What follows belongs to an exercise in optimizing a design on an open flow for small area and a short achievable clock period; a production flow would make more cautious choices. Where RTL was checked, it was by simulation tests only, not by an equivalence proof against the original. No activity file was given, so power comes from the tool's default toggle rates.

==> inputs of 05-08 <==
// circuit
module circuit (
  output [47:0] p,
  input  [17:0] a, b, d,
  input  [47:0] c,
  input  clk, rstn);
clock: 7.0 ns
lec_check: 0
cap_margin: 20
core_margin: 2
core_utilization: 75
cts_cluster_diameter: 80
cts_cluster_size: 25
place_density: 0.8
setup_slack_margin: 4.6
slew_margin: 20
synth_hierarchical: 1
standard.sh (not shown) runs the stock make flow with config.mk's settings and CLKGATE_MAP_FILE= SYNTH_SCRIPT=/design/flow/synth_recipe.tcl, a recipe that flattens the netlist after the stock synthesis.
==> flow/flow/run.sh <==
#!/bin/bash
# Standard layout, with the port buffers made of buf_2 cells instead of the default delay buffer.
set -euo pipefail
export BUFFER_PORTS_ARGS="-buffer_cell sky130_fd_sc_hd__buf_2"
bash standard.sh > standard.log 2>&1
==> 07-06 (differences from 05-08) <==
--- a/flow/config.mk
+++ b/flow/config.mk
@@ -8,8 +8,7 @@
 export CAP_MARGIN = 20
 export CORE_MARGIN = 2
-export CORE_UTILIZATION = 75
+export CORE_UTILIZATION = 65
 export CTS_CLUSTER_DIAMETER = 80
 export CTS_CLUSTER_SIZE = 25
-export PLACE_DENSITY = 0.8
 export SETUP_SLACK_MARGIN = 4.6
 export SLEW_MARGIN = 20
==> flow_metrics.env <==
export IMPL_status="finished clean"
export IMPL_routed_top_layer="met5"
export IMPL_cp_max_fo=1
export IMPL_power_switching_w=0.00391
export IMPL_first_global_vias=13600
export IMPL_initial_core_util=0.658
export IMPL_cp_end_kind="output port"
export IMPL_wl_per_cell_um=19.1
export IMPL_critPathLaunch="p_r[11]"
The numbers above come from 07-06.

==> flow_metrics.env <==
export IMPL_rr_worst_depth=4
export IMPL_first_global_vias=14400
export IMPL_cp_end_kind="flip-flop"
export IMPL_final_cell_mix="424 x nand2_1, 351 x dfxtp_1, 306 x fa_1"
export IMPL_wl_per_cell_um=21.0
export IMPL_status="finished clean"
export IMPL_routed_top_layer="met4"
export IMPL_hold_buffers=0
export IMPL_cp_max_fo=18
export IMPL_critPathLaunch="s_r[14]"
export IMPL_initial_core_util=0.768
The numbers above come from 05-08.


==> willow: inputs <==
Another version of the RTL of circuit (not shown whole).
## circuit
module circuit (
  output [47:0] p,
  input  [17:0] a, b, d,
  input  [47:0] c,
  input  clk, rstn);
Settings: LEC_CHECK=0, CAP_MARGIN=20, CORE_MARGIN=2, CORE_UTILIZATION=70, CTS_CLUSTER_DIAMETER=80, CTS_CLUSTER_SIZE=25, SETUP_SLACK_MARGIN=4.6, SLEW_MARGIN=20, SYNTH_HIERARCHICAL=1; clock period 7.0 ns.
Scripts as last shown in full above: flow/flow/run.sh
==> inputs of ember, as changes to willow <==
--- a/flow/config.mk
+++ b/flow/config.mk
@@ -8,5 +8,5 @@
 export CAP_MARGIN = 20
 export CORE_MARGIN = 2
-export CORE_UTILIZATION = 70
+export CORE_UTILIZATION = 65
 export CTS_CLUSTER_DIAMETER = 80
 export CTS_CLUSTER_SIZE = 25
==> run notes <==
In willow the non-clock buffer count is higher than in ember, by 8. In critical path depth, ember and willow do not differ. willow produced a clean layout. ember completed without violations. In register-to-register slack, willow and ember hardly differ. Area after synthesis is the same in ember and willow. In sequential power, willow and ember hardly differ. In willow the via count is larger than in ember, by about 1.9%.

==> run D: inputs <==
Another version of the RTL of circuit (not shown whole).
Settings: LEC_CHECK=0, CAP_MARGIN=20, CORE_MARGIN=2, CORE_UTILIZATION=65, SETUP_SLACK_MARGIN=4.6, SLEW_MARGIN=20, SYNTH_HIERARCHICAL=1; clock period 7.0 ns.
Scripts as last shown in full above: flow/flow/run.sh
==> run P: changes against run D <==
Settings changed: CORE_UTILIZATION 65 to 40, SETUP_SLACK_MARGIN 4.6 to 4.4.
==> run C: changes against run D <==
Settings changed: CORE_UTILIZATION 65 to 40.
==> run notes <==
Vias in the first global route: 15.3k
Placement Rows: 66
Outcome: complete, no violations
Post-route worst setup slack: 4.58 ns
Clock skew: 0.0343 ns
Met1 wire length: 19200 microns
# the run above: run D

==> run notes <==
Post-Place Worst Slack: 4.18 ns
Met1 wire length: 21900 microns
Multi-In Gates: 1353
Outcome: complete, no violations
Vias in the first global route: 15.0k
Post-route worst setup slack: 4.59 ns
Clock skew: 0.0218 ns
# the run above: run C

==> run notes <==
Outcome: complete, no violations
Met1 wire length: 22200 microns
Vias in the first global route: 15.3k
Clock skew: 0.0265 ns
# the run above: run P

No run of this note included a check of the RTL's function; only the layout flow was run.

==> inputs of trial 11 <==
circuit, a different RTL version from the one above (not shown whole).
Design circuit, start of the top module:
module circuit (
  output [47:0] p,
  input  [17:0] a, b, d,
  input  [47:0] c,
  input  clk, rstn);
Settings: LEC_CHECK=0, CAP_MARGIN=20, CORE_MARGIN=2, CORE_UTILIZATION=40, SLEW_MARGIN=20, SYNTH_HIERARCHICAL=1; clock period 7.0 ns.
run.sh (not shown) runs the stock make flow with config.mk's settings and CLKGATE_MAP_FILE= SYNTH_SCRIPT=/design/flow/synth_recipe.tcl, a recipe that flattens the netlist after the stock synthesis.
Stock flow here: none of the scripts above is used.
==> build 77: changes against trial 11 <==
- SETUP_SLACK_MARGIN: not set -> 4.4
==> build 57: changes against trial 11 <==
==> flow/flow/run.sh (new file) <==
#!/bin/bash
# Standard layout, with the port buffers made of buf_2 cells instead of the default delay buffer.
set -euo pipefail
export BUFFER_PORTS_ARGS="-buffer_cell sky130_fd_sc_hd__buf_2"
bash standard.sh > standard.log 2>&1
==> flow/standard.sh (new file) <==
#!/bin/bash
# synth_recipe.tcl (not shown) runs the flow's synth.tcl, then flattens the netlist and writes it again
# the make line also repeats each setting of config.mk as NAME=value (left out here)
make -C /OpenROAD-flow-scripts/flow DESIGN_CONFIG=/design/flow/config.mk WORK_HOME=/design/flow/orfs CLKGATE_MAP_FILE= SYNTH_SCRIPT=/design/flow/synth_recipe.tcl "${@:-finish}"
- SETUP_SLACK_MARGIN: not set -> 4.0
removed: flow/run.sh
==> build 47: changes against trial 11 <==
- SETUP_SLACK_MARGIN: not set -> 4.0
==> run notes <==
VDD IR-drop max: build 57 400 uV; trial 11 344 uV; build 47 419 uV; build 77 510 uV
Initial antenna violation count: build 57 0; trial 11 0; build 47 1; build 77 0
Layout buffer count excluding clock buffers: build 57 166; trial 11 169; build 47 172; build 77 326
Leakage Power: build 57 0.00911 uW; trial 11 0.00898 uW; build 47 0.00907 uW; build 77 0.0103 uW
Wire length of the first global-routing pass: build 57 67600 um; trial 11 67600 um; build 47 67900 um; build 77 72400 um
Count of placed standard cells in the final layout, fillers left out: build 57 2560; trial 11 2563; build 47 2572; build 77 2719
Met3 Wirelength: build 57 2880 um; trial 11 2290 um; build 47 2780 um; build 77 3520 um
PD cells: build 57 565 nW/um^2; trial 11 542 nW/um^2; build 47 546 nW/um^2; build 77 557 nW/um^2
Outcome: build 57 complete, no violations; trial 11 complete, no violations; build 47 complete, no violations; build 77 complete, no violations
Remaining max-slew budget at the tightest pin: build 57 41.9%; trial 11 27.2%; build 47 50.8%; build 77 52.2%
Met2 wirelength from detailed routing: build 57 20300 um; trial 11 20600 um; build 47 20700 um; build 77 23000 um
Endpoint of the worst-slack reg-to-reg timing path: build 57 t_r_19_3; trial 11 t_r_18_3; build 47 t_r_23_3; build 77 t_r_14_3
Maximum achievable frequency: build 57 0.339 GHz; trial 11 0.288 GHz; build 47 0.342 GHz; build 77 0.353 GHz
Total of fill cells in the finished design: build 57 4175; trial 11 4162; build 47 4167; build 77 3909
Sw Ratio: build 57 42.5%; trial 11 42.5%; build 47 42.3%; build 77 41.9%
Clock buffer instance count of the final layout: build 57 55; trial 11 52; build 47 62; build 77 52
Number of global-route vias before repair: build 57 13100; trial 11 13100; build 47 13400; build 77 14000
Footprint of the flip-flops and latches: build 57 6810 um^2; trial 11 6750 um^2; build 47 6810 um^2; build 77 6840 um^2
Total Routed Length: build 57 41700 um; trial 11 41300 um; build 47 41500 um; build 77 45800 um
Worst setup path end: build 57 t_r_19_3; trial 11 t_r_18_3; build 47 t_r_23_3; build 77 t_r_14_3
Post-layout min period: build 57 2.95 ns; trial 11 3.47 ns; build 47 2.92 ns; build 77 2.83 ns
Layout-stage area growth over the synthesis result: build 57 14.5%; trial 11 17.8%; build 47 19.1%; build 77 30.4%
Power in the clock group: build 57 2080 uW; trial 11 1990 uW; build 47 2110 uW; build 77 2030 uW
Sum of routed wire segments on met1: build 57 16500 um; trial 11 16900 um; build 47 16400 um; build 77 17200 um

==> job 8865: inputs <==
Another version of the RTL of circuit (not shown whole).
clock: 7.0 ns
lec_check: 0
cap_margin: 20
core_margin: 2
core_utilization: 65
cts_cluster_diameter: 60
cts_cluster_size: 30
setup_slack_margin: 4.6
slew_margin: 20
synth_hierarchical: 1
standard.sh (not shown) runs the stock make flow with config.mk's settings and CLKGATE_MAP_FILE= SYNTH_SCRIPT=/design/flow/synth_recipe.tcl, a recipe that flattens the netlist after the stock synthesis.
==> flow/flow/run.sh <==
#!/bin/bash
# Standard layout, with the port buffers made of buf_2 cells instead of the default delay buffer.
set -euo pipefail
export BUFFER_PORTS_ARGS="-buffer_cell sky130_fd_sc_hd__buf_2"
bash standard.sh > standard.log 2>&1
==> inputs of job 5840, as changes to job 8865 <==
--- a/flow/config.mk
+++ b/flow/config.mk
@@ -8,8 +8,8 @@
 export CAP_MARGIN = 20
 export CORE_MARGIN = 2
 export CORE_UTILIZATION = 65
-export CTS_CLUSTER_DIAMETER = 60
-export CTS_CLUSTER_SIZE = 30
-export SETUP_SLACK_MARGIN = 4.6
+export CTS_CLUSTER_DIAMETER = 80
+export CTS_CLUSTER_SIZE = 25
+export SETUP_SLACK_MARGIN = 4.5
 export SLEW_MARGIN = 20
 export SYNTH_HIERARCHICAL = 1
==> inputs of job 7534, as changes to job 8865 <==
--- a/flow/config.mk
+++ b/flow/config.mk
@@ -8,8 +8,8 @@
 export CAP_MARGIN = 20
 export CORE_MARGIN = 2
 export CORE_UTILIZATION = 65
-export CTS_CLUSTER_DIAMETER = 60
-export CTS_CLUSTER_SIZE = 30
-export SETUP_SLACK_MARGIN = 4.6
+export CTS_CLUSTER_DIAMETER = 80
+export CTS_CLUSTER_SIZE = 25
+export SETUP_SLACK_MARGIN = 4.7
 export SLEW_MARGIN = 20
 export SYNTH_HIERARCHICAL = 1
==> summary of the runs <==
Job 8865 completed without violations. Job 5840 finished with timing, DRC and antenna clean. Job 7534 completed without violations. In area after synthesis, job 7534 and job 8865 do not differ. Against job 5840, the register-to-register slack of job 8865 is better by 0.09 ns. Against job 5840, the sequential share of layout area of job 8865 is lower by 0.84 points. Between job 5840 and job 7534, the lower core utilization is in job 5840 (gap 2.1 points). Power: job 8865 > job 7534 > job 5840. The highest clock skew belongs to job 7534, the lowest to job 5840. Sequential power is about the same in job 8865 and job 5840. The lowest cell area belongs to job 5840, the highest to job 8865. Between job 7534 and job 5840, the lower clock-buffer cell count is in job 5840 (gap 1).
==> figures <==
quantity	job 5840	job 7534	job 8865
Result of the run	finished clean	finished clean	finished clean
CP required	7.42 ns	5.60 ns	5.60 ns
Worst setup slack after layout	4.55 ns	4.62 ns	4.58 ns
Fin crit share	0.350	0.340	0.346
Clk_buf instances	22	23	28
CP peak stage delay	0.64 ns	0.34 ns	0.33 ns
Count of fill cells added during filler insertion	2,186	2,142	2,099
Sum of routed wire segments on met1	17.9 mm	17.5 mm	17.6 mm
Kind of end point of the critical path	flip-flop	primary output	primary output
Total half-perimeter wirelength after legalization and detailed placement	32.5 mm	32.2 mm	33.4 mm
Reg2reg end	t_r_21_5	u_r_14	t_r_20_5
Destination of the worst hold path	ch_r2[3]	g_r_1	ch_r1[0]
Wire length on met2	20.4 mm	19.7 mm	21.3 mm
Clock group share of total power	0.134	0.132	0.169
Number of buffers inserted by post-CTS setup repair	0	15	0
TritonCTS Buffers	20	21	27
Routed wire length on met3	4.34 mm	4.45 mm	4.45 mm
Largest vdd supply drop	0.289 mV	0.319 mV	0.309 mV
Fmax	409 MHz	420 MHz	413 MHz
Relative slew margins	0.624	0.325	0.617
No run of this note included a check of the RTL's function; only the layout flow was run.

==> v21: inputs <==
Another version of the RTL of circuit (not shown whole).
==> flow/config.mk <==
export PLATFORM = sky130hd
export DESIGN_NAME = circuit
export DESIGN_NICKNAME = circuit
export VERILOG_FILES = /design/flow/design.v
export SDC_FILE = /design/flow/constraint.sdc
export NUM_CORES = 4
export LEC_CHECK = 0
export CAP_MARGIN = 20
export CORE_MARGIN = 2
export CORE_UTILIZATION = 65
export CTS_CLUSTER_DIAMETER = 50
export CTS_CLUSTER_SIZE = 20
export SETUP_SLACK_MARGIN = 4.6
export SLEW_MARGIN = 20
export SYNTH_HIERARCHICAL = 1
==> flow/constraint.sdc <==
create_clock -name core_clock -period 7.0 [get_ports {clk}]
set_input_delay 1.4000 -clock core_clock [delete_from_list [all_inputs] [get_ports {clk}]]
set_output_delay 1.4000 -clock core_clock [all_outputs]
set_load 0.01 [all_outputs]
Scripts as last shown in full above: flow/flow/run.sh
==> inputs of v19, as changes to v21 <==
--- a/flow/config.mk
+++ b/flow/config.mk
@@ -9,6 +9,6 @@
 export CORE_MARGIN = 2
 export CORE_UTILIZATION = 65
-export CTS_CLUSTER_DIAMETER = 50
-export CTS_CLUSTER_SIZE = 20
+export CTS_CLUSTER_DIAMETER = 80
+export CTS_CLUSTER_SIZE = 25
 export SETUP_SLACK_MARGIN = 4.6
 export SLEW_MARGIN = 20
==> results.cfg <==
[run_status]
status = no timing/DRC/antenna violations

[timing]
grt_setup_unrepaired = no
whs_ns = 0.320

[drt]
detail_route.iter0.violations = 826

[power_and_ir_drop]
power.density_cell_area_nw_per_um2 = 499

[cts]
ctsResizeCount = 58

[final_layout]
design.final.nets = 2185
antenna-diode-count = 0

[worst_setup_path]
critPathSlowestCell = sky130_fd_sc_hd__dfxtp_1
r2r_depth = 4
-- figures above: v21

==> results.cfg <==
[final_layout]
design.final.nets = 2167
antenna-diode-count = 1

[worst_setup_path]
r2r_depth = 8
critPathSlowestCell = sky130_fd_sc_hd__dfxtp_2
cp-end-kind = output port

[placement]
placed_cells = 2083

[run_status]
status = no timing/DRC/antenna violations

[cts]
ctsResizeCount = 55

[drt]
detail_route.iter0.violations = 842

[power_and_ir_drop]
power.density_cell_area_nw_per_um2 = 473
-- figures above: v19


==> v32: inputs <==
RTL: one of the versions met above, not the one the previous note started from.
==> flow/config.mk <==
export PLATFORM = sky130hd
export DESIGN_NAME = circuit
export DESIGN_NICKNAME = circuit
export VERILOG_FILES = /design/flow/design.v
export SDC_FILE = /design/flow/constraint.sdc
export NUM_CORES = 4
export LEC_CHECK = 0
export CAP_MARGIN = 20
export CORE_MARGIN = 2
export CORE_UTILIZATION = 65
export CTS_CLUSTER_DIAMETER = 80
export CTS_CLUSTER_SIZE = 25
export SETUP_SLACK_MARGIN = 4.6
export SLEW_MARGIN = 20
export SYNTH_HIERARCHICAL = 1
==> flow/constraint.sdc <==
create_clock -name core_clock -period 7.0 [get_ports {clk}]
set_input_delay 1.4000 -clock core_clock [delete_from_list [all_inputs] [get_ports {clk}]]
set_output_delay 1.4000 -clock core_clock [all_outputs]
set_load 0.01 [all_outputs]
==> flow/flow/run.sh <==
#!/bin/bash
# Standard layout, with the port buffers made of buf_1 cells instead of the default delay buffer.
set -euo pipefail
export BUFFER_PORTS_ARGS="-buffer_cell sky130_fd_sc_hd__buf_1"
bash standard.sh > standard.log 2>&1
==> v17 (differences from v32) <==
==> flow/flow/run.sh (replaced) <==
#!/bin/bash
# Standard layout, with the port buffers made of buf_2 cells instead of the default delay buffer.
set -euo pipefail
export BUFFER_PORTS_ARGS="-buffer_cell sky130_fd_sc_hd__buf_2"
bash standard.sh > standard.log 2>&1
==> run notes <==
Worst-case vdd ir drop: v17 0.229 mV; v32 0.285 mV
Number of non-filler instances in the completed layout: v17 2,273; v32 2,281
Tightest Pin Transition: v17 570 ps; v32 590 ps
Share of cell area taken by flip-flops and latches: v17 38.1%; v32 38.2%
Total routed wire length on the met1 layer: v17 17,600 um; v32 17,600 um
Final-layout fill cell count: v17 2,144; v32 2,196
Share of total power in combinational logic: v17 48.9%; v32 49.2%
DRT iter0 DRCs: v17 853; v32 852
Fraction of area in clock buffers and inverters: v17 3.01%; v32 2.91%
Endpoint of the lowest-slack register-to-register path: v17 t_r_18_5; v32 t_r_17_5
WL final: v17 44,300 um; v32 43,600 um
NetSw: v17 3830 uW; v32 3840 uW
Run status: v17 finished clean; v32 finished clean
Total number of vias: v17 12,500; v32 12,300
Post-route clock period utilization: v17 34.1%; v32 34.2%
No run of this note included a check of the RTL's function; only the layout flow was run.

[afterwards: timing with drivers on the ports]
The results above use ideal ports. As a check the final layouts listed here were re-extracted and re-timed, cells and wires unchanged.
Step 1 (the two cells are an assumption about what drives the block):
set clk [get_ports {clk}]
set_driving_cell -lib_cell sky130_fd_sc_hd__clkbuf_16 $clk
set_driving_cell -lib_cell sky130_fd_sc_hd__buf_2 [delete_from_list [all_inputs] $clk]
Step 2 also shifts input and output timing later by t, the mid clock arrival at the registers, as if the neighbouring blocks saw the same clock.
Three values: ideal, step 1, step 2; two values: the first two.
run | t, ns | setup WS [ns] | worst setup path at the end | latest minus earliest clock arrival (ns) | worst slew at a driven data input, ns
05-08 | 0.591 | 4.557 / 4.543 / 4.083 | input to register | 0.031 / 0.031 | 0.05
07-06 | 0.578 | 4.616 / 4.563 / 4.284 | input to register | 0.027 / 0.028 | 0.05
willow | 0.576 | 4.628 / 4.578 / 4.236 | input to register | 0.028 / 0.029 | 0.04
ember | 0.572 | 4.629 / 4.575 / 4.258 | input to register | 0.021 / 0.021 | 0.04
run D | 0.625 | 4.582 / 4.526 / 4.194 | input to register | 0.035 / 0.035 | 0.05
run P | 0.646 | 4.466 / 4.466 / 4.187 | input to register | 0.027 / 0.026 | 0.05
run C | 0.625 | 4.589 / 4.528 / 4.190 | input to register | 0.022 / 0.022 | 0.05
trial 11 | 0.595 | 3.528 / 3.528 / 3.171 | input to register | 0.025 / 0.025 | 0.05
build 77 | 0.594 | 4.170 / 4.170 / 3.907 | input to register | 0.015 / 0.014 | 0.05
build 57 | 0.607 | 4.053 / 4.053 / 3.618 | input to register | 0.024 / 0.024 | 0.05
build 47 | 0.602 | 4.079 / 4.079 / 3.662 | input to register | 0.016 / 0.016 | 0.07
job 8865 | 0.623 | 4.577 / 4.524 / 4.188 | input to register | 0.020 / 0.020 | 0.06
job 5840 | 0.587 | 4.553 / 4.543 / 4.170 | input to register | 0.023 / 0.022 | 0.05
job 7534 | 0.591 | 4.618 / 4.565 / 4.283 | input to register | 0.031 / 0.031 | 0.05
v21 | 0.569 | 4.625 / 4.574 / 4.227 | input to register | 0.016 / 0.016 | 0.05
v19 | 0.565 | 4.637 / 4.584 / 4.168 | input to register | 0.017 / 0.017 | 0.05
v32 | 0.595 | 4.607 / 4.553 / 4.211 | input to register | 0.021 / 0.021 | 0.05
v17 | 0.577 | 4.616 / 4.563 / 4.186 | input to register | 0.023 / 0.023 | 0.06
After both steps every run listed still meets setup and hold. For 05-08, which loses most, drivers alone change the setup slack by -0.014 ns; drivers and shift together by -0.474 ns.
